This design comes from an exercise in tuning for small area and a short achievable clock period on the open sky130 flow, not from production work.
In this exercise RTL edits were held to simulation tests only and were not proved equivalent to the original.
Power figures rest on the tool's default switching activity, not on a simulated workload.

$ cat design/flow/config.mk
export PLATFORM = sky130hd
export DESIGN_NAME = sinhron_reg
export DESIGN_NICKNAME = sinhron_reg
export VERILOG_FILES = /design/flow/design.v
export SDC_FILE = /design/flow/constraint.sdc
export NUM_CORES = 4
export LEC_CHECK = 0
export CAP_MARGIN = 20
export CORE_MARGIN = 2
export CORE_UTILIZATION = 40
export SLEW_MARGIN = 20
$ cat design/flow/constraint.sdc
create_clock -name core_clock -period 3.0 [get_ports {clk}]
set_input_delay 0.6000 -clock core_clock [delete_from_list [all_inputs] [get_ports {clk}]]
set_output_delay 0.6000 -clock core_clock [all_outputs]
set_load 0.01 [all_outputs]
$ cat design/flow/design.v
`timescale 1 ns / 1 ps
module sinhron_reg ( clk, clk5, data_in, dta_from_bus, wr, rd, a1, a2, a3, a4, adr, adr_out, dto, reset, TNO_mk, TNC_mk, TOBM_mk, TNI_mk, TKI_mk, TNP_mk, TKP_mk, TNO, TNC, TOBM, TNI, TKI, TNP, TKP, wr_bus, rd_bus, ale1, ale2, ale3, ale4);
output TNO ;
wire   TNO ;
output TNC ;
wire   TNC ;
output TOBM ;
wire   TOBM ;
output TNI ;
wire   TNI ;
output TKI ;
wire   TKI ;
output TNP ;
wire   TNP ;
output TKP ;
wire   TKP ;
output ale1;
wire   ale1;
output ale2;
wire   ale2;
output ale3;
wire   ale3;
output ale4;
wire   ale4;
output wr_bus;
wire   wr_bus;
output rd_bus;
wire   rd_bus;
output TNO_mk ;
wire   TNO_mk ;
output TNC_mk ;
wire   TNC_mk ;
output TOBM_mk ;
wire   TOBM_mk ;
output TNI_mk ;
wire   TNI_mk ;
output TKI_mk ;
wire   TKI_mk ;
output TNP_mk ;
wire   TNP_mk ;
output TKP_mk ;
wire   TKP_Mk ;
output [7:0] dto ;
wire [7:0] dto ; 
output [7:0] adr_out ;
wire [7:0] adr_out ;
input a1;
wire a1; 
input a2;
wire a2;
input a3;
wire a3; 
input a4;
wire a4;
input clk ;
wire clk ; 
input clk5 ;
wire clk5 ;
input [15:0] dta_from_bus ;
wire [15:0] dta_from_bus ;
input [15:0] data_in ;
wire [15:0] data_in ;
input wr;
wire wr;
input rd;
wire rd;
input [7:0] adr ;
wire [7:0] adr ;   
input reset ;
wire reset ;
reg [31:0] main_timer;
reg [3:0] ale_reg;
reg reg_wr;
reg reg_rd;
reg [31:0] reg_TNO;
reg [31:0] reg_TNC;
reg [31:0] reg_TOBM;
reg [31:0] reg_TNI;
reg [31:0] reg_TKI;
reg [31:0] reg_TNP;
reg [31:0] reg_TKP;	   	
reg [31:0] temp1;
reg [15:0] temp_indata;
reg flag_TNO_mk;
reg flag_TNC_mk;
reg flag_TOBM_mk;
reg flag_TNI_mk;
reg flag_TKI_mk;
reg flag_TNP_mk;
reg flag_TKP_mk;  
reg flag_TNO;
reg flag_TNC;
reg flag_TOBM;
reg flag_TNI;
reg flag_TKI;
reg flag_TNP;
reg flag_TKP; 
reg[7:0] d_TNO;
reg[7:0] d_TNC;
reg[7:0] d_TOBM;
reg[7:0] d_TNI;
reg[7:0] d_TKI;
reg[7:0] d_TNP;
reg[7:0] d_TKP; 
reg [7:0] reg_dto;	   
reg [7:0] reg_adr_out;
reg [7:0] reg_adr;	
reg [7:0] sch_1us;	 
reg flag_T1us;
reg [2:0] front_t1us; 
reg [2:0] front_wr;	
reg [2:0] front_rd;	  
reg [2:0] front_clk5;	
always @(posedge clk)
		begin
			front_wr  <={  front_wr  [1:0],wr  };	   
			front_rd  <={  front_rd  [1:0],rd  };
			front_clk5<={  front_clk5[1:0],clk5};	
			reg_adr_out<=adr;
			reg_wr<=wr;
			reg_rd<=rd;
			ale_reg<={a1,a2,a3,a4};
		end
always @(posedge clk)	  	 
	begin
		if (reset) begin sch_1us<=0; flag_T1us<=0; end else
		if (sch_1us<20) 
			begin
				sch_1us<=sch_1us+1;
				flag_T1us<=0;
			end 
		else
			begin
			  sch_1us  <=0;
			  flag_T1us<=1;
			end
	end
always @(posedge clk)
	if (reset)
		begin
			reg_TNO <=32'h0;
			reg_TNC <=32'h0;
			reg_TOBM<=32'h0;
			reg_TNI <=32'h0;
			reg_TKI <=32'h0;
			reg_TNP <=32'h0;
			reg_TKP <=32'h0;
			main_timer<=1;
			flag_TNO <=0;
			flag_TNC <=0;
			flag_TOBM<=0;
			flag_TNI <=0;
			flag_TKI <=0;
			flag_TNP <=0;
			flag_TKP <=0; 
			flag_TNO_mk <=0;
			flag_TNC_mk <=0;
			flag_TOBM_mk<=0;
			flag_TNI_mk <=0;
			flag_TKI_mk <=0;
			flag_TNP_mk <=0;
			flag_TKP_mk <=0; 
			d_TNO <=10;
 			d_TNC <=10;
  			d_TOBM<=10;
  			d_TNI <=10;
  			d_TKI <=10;
  			d_TNP <=10;
  			d_TKP <=10; 
			temp1      <=32'h00000000;
			temp_indata<=16'h0000; 
			reg_dto<=0;	 
		end	
	else
		begin
			if (flag_T1us==1)  main_timer<=main_timer+1;   
			if (front_wr==3'b011)   		  
						begin  
							case (adr) 
								8'd 0:begin  reg_TNO [31:16]<=data_in;  flag_TNO <=0; d_TNO <=10; end
								8'd 1:		 reg_TNO [15: 0]<=data_in;
								8'd 2:begin  reg_TNC [31:16]<=data_in;  flag_TNC <=0; d_TNC <=10; end	
								8'd 3: 		 reg_TNC [15: 0]<=data_in;	
								8'd 4:begin  reg_TOBM[31:16]<=data_in;  flag_TOBM<=0; d_TOBM<=10; end	 
								8'd 5: 		 reg_TOBM[15: 0]<=data_in;	
								8'd 6:begin  reg_TNI [31:16]<=data_in;  flag_TNI <=0; d_TNI <=10; end	
								8'd 7: 		 reg_TNI [15: 0]<=data_in;	
								8'd 8:begin  reg_TKI [31:16]<=data_in;  flag_TKI <=0; d_TKI <=10; end		   
								8'd 9: 		 reg_TKI [15: 0]<=data_in;
								8'd10:begin  reg_TNP [31:16]<=data_in;  flag_TNP <=0; d_TNP <=10; end	
								8'd11: 		 reg_TNP [15: 0]<=data_in;	
								8'd12:begin  reg_TKP [31:16]<=data_in;  flag_TKP <=0; d_TKP <=10; end	   
								8'd13: 		 reg_TKP [15: 0]<=data_in;	   
								8'd14:       main_timer[31:16]<=data_in;
								8'd15:       main_timer[15: 0]<=data_in;
								default: ;
							 endcase
						end	
			 else
					begin	  
						if (main_timer==reg_TNO )  flag_TNO_mk <=1;
						if (main_timer==reg_TNC )  flag_TNC_mk <=1;
						if (main_timer==reg_TOBM)  flag_TOBM_mk<=1;	
						if (main_timer==reg_TNI )  flag_TNI_mk <=1;	
						if (main_timer==reg_TKI )  flag_TKI_mk <=1;  
						if (main_timer==reg_TNP )  flag_TNP_mk <=1;  
						if (main_timer==reg_TKP )  flag_TKP_mk <=1; 	
						if (flag_TNO ) if (!(d_TNO ==0)) begin d_TNO <=d_TNO -1; flag_TNO <=1; end else  flag_TNO <=0;	  
						if (flag_TNC ) if (!(d_TNC ==0)) begin d_TNC <=d_TNC -1; flag_TNC <=1; end else  flag_TNC <=0; 
						if (flag_TOBM) if (!(d_TOBM==0)) begin d_TOBM<=d_TOBM-1; flag_TOBM<=1; end else  flag_TOBM<=0; 
						if (flag_TNI ) if (!(d_TNI ==0)) begin d_TNI <=d_TNI -1; flag_TNI <=1; end else  flag_TNI <=0; 	
						if (flag_TKI ) if (!(d_TKI ==0)) begin d_TKI <=d_TKI -1; flag_TKI <=1; end else  flag_TKI <=0;
						if (flag_TNP ) if (!(d_TNP ==0)) begin d_TNP <=d_TNP -1; flag_TNP <=1; end else  flag_TNP <=0; 
						if (flag_TKP ) if (!(d_TKP ==0)) begin d_TKP <=d_TKP -1; flag_TKP <=1; end else  flag_TKP <=0; 
					 end
				if (front_rd==3'b011)    
					begin 
							case (adr) 
								8'd 0: reg_dto<=reg_TNO [31:16];
								8'd 1: reg_dto<=reg_TNO [15: 0];
								8'd 2: reg_dto<=reg_TNC [31:16]; 
								8'd 3: reg_dto<=reg_TNC [15: 0];	
								8'd 4: reg_dto<=reg_TOBM[31:16]; 
								8'd 5: reg_dto<=reg_TOBM[15: 0];	
								8'd 6: reg_dto<=reg_TNI [31:16];  
								8'd 7: reg_dto<=reg_TNI [15: 0];	
								8'd 8: reg_dto<=reg_TKI [31:16]; 		   
								8'd 9: reg_dto<=reg_TKI [15: 0];
								8'd10: reg_dto<=reg_TNP [31:16]; 
								8'd11: reg_dto<=reg_TNP [15: 0];	
								8'd12: reg_dto<=reg_TKP [31:16];  
								8'd13: reg_dto<=reg_TKP [15: 0];	   
								8'd14: reg_dto<=main_timer[31:16];
								8'd15: reg_dto<=main_timer[15: 0];
								default:reg_dto<=dta_from_bus;  
							 endcase
					end 
		end
	assign 	 TNO_mk =flag_TNO_mk ;
	assign	 TNC_mk =flag_TNC_mk ;
	assign 	 TOBM_mk=flag_TOBM_mk;
	assign	 TNI_mk =flag_TNI_mk ;
	assign	 TKI_mk =flag_TKI_mk ;
	assign	 TNP_mk =flag_TNP_mk ;
	assign   TKP_mk =flag_TKP_mk ;
	assign 	 TNO =flag_TNO ;
	assign	 TNC =flag_TNC ;
	assign 	 TOBM=flag_TOBM;
	assign	 TNI =flag_TNI ;
	assign	 TKI =flag_TKI ;
	assign	 TNP =flag_TNP ;
	assign   TKP =flag_TKP ; 
	assign    dto=reg_dto; 
	assign    adr_out=reg_adr_out;
	assign  wr_bus=reg_wr;
	assign  rd_bus=reg_rd;
	assign  ale1=ale_reg[3];
	assign  ale2=ale_reg[2];
	assign  ale3=ale_reg[1];
	assign  ale4=ale_reg[0];
endmodule
$ cat design/flow/run.sh
#!/bin/bash
# synth_recipe.tcl (not shown) runs the flow's synth.tcl, then flattens the netlist and writes it again
# the make line also repeats each setting of config.mk as NAME=value (left out here)
make -C /OpenROAD-flow-scripts/flow DESIGN_CONFIG=/design/flow/config.mk WORK_HOME=/design/flow/orfs CLKGATE_MAP_FILE= SYNTH_SCRIPT=/design/flow/synth_recipe.tcl finish
==> impl_metrics.ini <==
[global_routing]
grt_usage_pct = 28.8
gr-usage-met2_pct = 45.3
top_usage_layer = met2
grt_pass1_vias = 15567
grt_pass1_wl_um = 100000
use_met1_pct = 38.1
overflow = 0
grt_antenna_before_repair = 0
grt_max_degree = 116
met3_usage_pct = 5.94

[worst_hold_path]
hold_end = front_wr[2]$_DFF_P_
hp-start = front_wr[1]$_DFF_P_
holdPathStages = 0
hp-class = flop to flop

[power_and_ir_drop]
ir_drop_uv = 313
p_int_w = 0.00832
p_per_area_nw_per_um2 = 519
p_leak_nw = 7.11
power.share.combinational_pct = 6.2
switching_share_pct = 24.0
pwr-share-clk_pct = 49.3
p_sw_w = 0.00263
seq_power_share_pct = 44.4

[synth]
async_reset_ff_share_pct = 0
yosysWarnings = 1
synth_edf_count = 0
synth_cell_type_count = 75
synth_seq_cells = 361
synthCells = 2212
synth_ff_type = dfxtp_1
avgSynthCellArea_sq_um = 8.01
synth.area.top_cells = dfxtp_1, xnor2_1, nand2_1
yosysSeqAreaShare_pct = 40.8
yosys.area.top_type_share_pct = 40.8
synth_top_area_cell = dfxtp_1
netlist_area_sq_um = 17700

[worst_setup_path]
cp_slowest_cell = dfxtp_1
endpoint_kind = flop
reg2reg_from = main_timer[19]$_SDFF_PP0_
critical_path_required_ps = 3520
path_max_fanout = 6
critical_path_class = flop to flop
cp_slowest_stage_delay_ps = 630
reg2reg_slack_ps = 450
r2r_cells = 5
cp-start-kind = flop
worstReg2RegEnd = main_timer[27]$_SDFF_PP0_
crit_arrival_ps = 3080
path_cells = nand4_1, or4b_4, or4_4, or4_1, nand3_1

[cells_and_area]
final_layout_size_suffix_gt1_share_pct = 9.74
area_delta_synth_final_pct = 19.0
antennaDiodeCount = 0
utilization_pct = 48.0
final_cell_mix = nand2_1, dfxtp_1, xnor2_1
instances_no_fill = 2912
fillers = 4306
nets = 2351
layout_commonest_cell = nand2_1

[floorplanning]
rows = 77
start_util_pct = 40.4
chipWidth_um = 215
die-area_sq_um = 46000
ios = 85
core_area_sq_um = 43900
die_height_um = 215

[sta]
slew_viol_final = 0
clock_skew_ps = 21.2
finalHoldViolCount = 0
post-route-min-period_ps = 2550
worst_pin_slew_ps = 1150
worst_hold_slack_ps = 368
min_period_over_period_pct = 85.2
setup_viol = 0
fmax_ghz = 0.391
relSlewSlack_pct = 23.5
rsz0062_at_grt = no
fin_setup_tns_ps = 0

[drt]
firstDrtPassIters = 5
viasPerCell = 5.68
drc = 0
routedWlPerCell_um = 23.1
drt-total-wl_um = 67400
ant_nets = 0
routed-via-count = 16531
first_iter_violations = 1791

[clock_network]
cts.sinks = 361
holdBufCountCts = 0
clk_path_buf_depth = 3
cts_resized = 0
cts_tree = built
htreeDepth = 2
cts_setup_buffers = 0
numCtsBuffers = 43
clk_latency_ps = 590
cts-root-buf = clkbuf_16
path_clk_slew_ps = 60

[placed_design]
io_buffers = 75
gp_congestion = 1.05
placed_cells = 2833
dp_hpwl_um = 45500

[status]
status = complete, no violations

[job]
max-cap-violations = 0
worst max path at each step:
stage	startpoint	to	slack, ps
3_5_place_dp	adr[5]	main_timer[23]$_SDFF_PP0_	-40
4_1_cts	main_timer[19]$_SDFF_PP0_	main_timer[27]$_SDFF_PP0_	520
6_report	main_timer[19]$_SDFF_PP0_	main_timer[27]$_SDFF_PP0_	450
5_1_grt	flag_T1us$_SDFF_PP0_	main_timer[31]$_SDFF_PP0_	420
2_1_floorplan	adr[5]	reg_TNC[10]$_SDFFE_PP0P_	560
3_3_place_gp	adr[5]	main_timer[16]$_SDFF_PP0_	-30
final cells by class:
type                    instances  area (sq um)  share of cell area (%)
clock buffers                  64          1250                    5.95
clock inverters                15           194                   0.919
inverters                      31           116                   0.551
multi-input cells            1652          9740                    46.2
flip-flops and latches        361          7230                    34.2
well taps                     592           741                    3.51
repair buffers                197          1830                    8.67
synth_stat cells, types with 8 or more instances:
cell / number
a211oi_1: 18
a21oi_1: 241
a22o_1: 10
a22oi_1: 13
buf_1: 22
buf_2: 17
clkbuf_1: 125
dfxtp_1: 361
ha_1: 16
inv_1: 31
mux2i_1: 31
nand2_1: 527
nand2b_1: 14
nand3_1: 24
nand4_1: 75
nor2_1: 115
nor3_1: 30
nor4_1: 37
o211ai_1: 8
o21ai_0: 31
or3_1: 12
or4_1: 11
xnor2_1: 253
xor2_1: 44
power groups by stage:
| stage | Combinational (W) | Clock (W) | Sequential, W |
|---|---|---|---|
| 4_1_cts | 0.000666 | 0.00547 | 0.00486 |
| 6_report | 0.000680 | 0.00540 | 0.00486 |
| 3_3_place_gp | 0.000664 | 0 | 0.00497 |
| 2_1_floorplan | 0.000308 | 0 | 0.00497 |
| 5_1_grt | 0.000702 | 0.00569 | 0.00486 |
| 3_5_place_dp | 0.000664 | 0 | 0.00497 |
logic make-up (layout without fill, tap and decap cells):
kind of cell | after synthesis | count (layout) | share of synthesized area [%]
compound gates | 392 | 392 | 13.2
xor+xnor | 297 | 297 | 14.7
fa+ha+maj | 16 | 16 | 1.13
buf+inv | 201 | 307 | 4.55
flops | 361 | 361 | 40.8
mux | 38 | 38 | 2.20
other cells | 1 | 3 | 0.0212
simple gates | 906 | 906 | 23.4
critical path, delay by kind of cell, from the launching register on:
| family | cells | cell delay [ps] |
|---|---|---|
| flip-flops | 1 | 630 |
| AND/OR/NAND/NOR | 5 | 1860 |
layer usage:
layer,vias up,wire [um]
li1,7660,-
met1,7903,27800
met2,789,30200
met3,179,6080
met4,0,3340
met5,-,0
metrics by stage:
stage / total power [W] / worst slack, ps / area, sq um
after floorplan: 0.00528 / 561 / 17700
after global placement: 0.00563 / -25.3 / 19600
after detailed placement: 0.00563 / -37.3 / 19600
after CTS: 0.0110 / 519 / 21100
after global routing: 0.0113 / 418 / 21100
final: 0.0109 / 445 / 21100

[afterwards: timing with drivers on the ports]
No port has a modelled driver above. Below, the same layout with a new extraction and two added sets of constraints.
Step 1 assumes that a clkbuf_16 drives the clock port and a buf_2 every other input.
Step 2 adds t to the input delays and takes it off the output delays; t is the mean of the earliest and latest rising clock arrival at the registers after step 1. Input paths then give back, and output paths get back, about the clock's delay inside the block.
Slacks: ideal ports / drivers / drivers and shift; pairs: ideal ports / drivers.
t (ns): 0.639
setup WS [ns]: 0.445 / 0.445 / -0.067
clock arrival spread, ns: 0.025 / 0.025
worst data-port slew with drivers (ns): 0.06
With both steps, setup timing fails in this run, where it was met with ideal ports. The setup slack of this run moves by 0.000 ns with the drivers and by -0.512 ns with both steps.
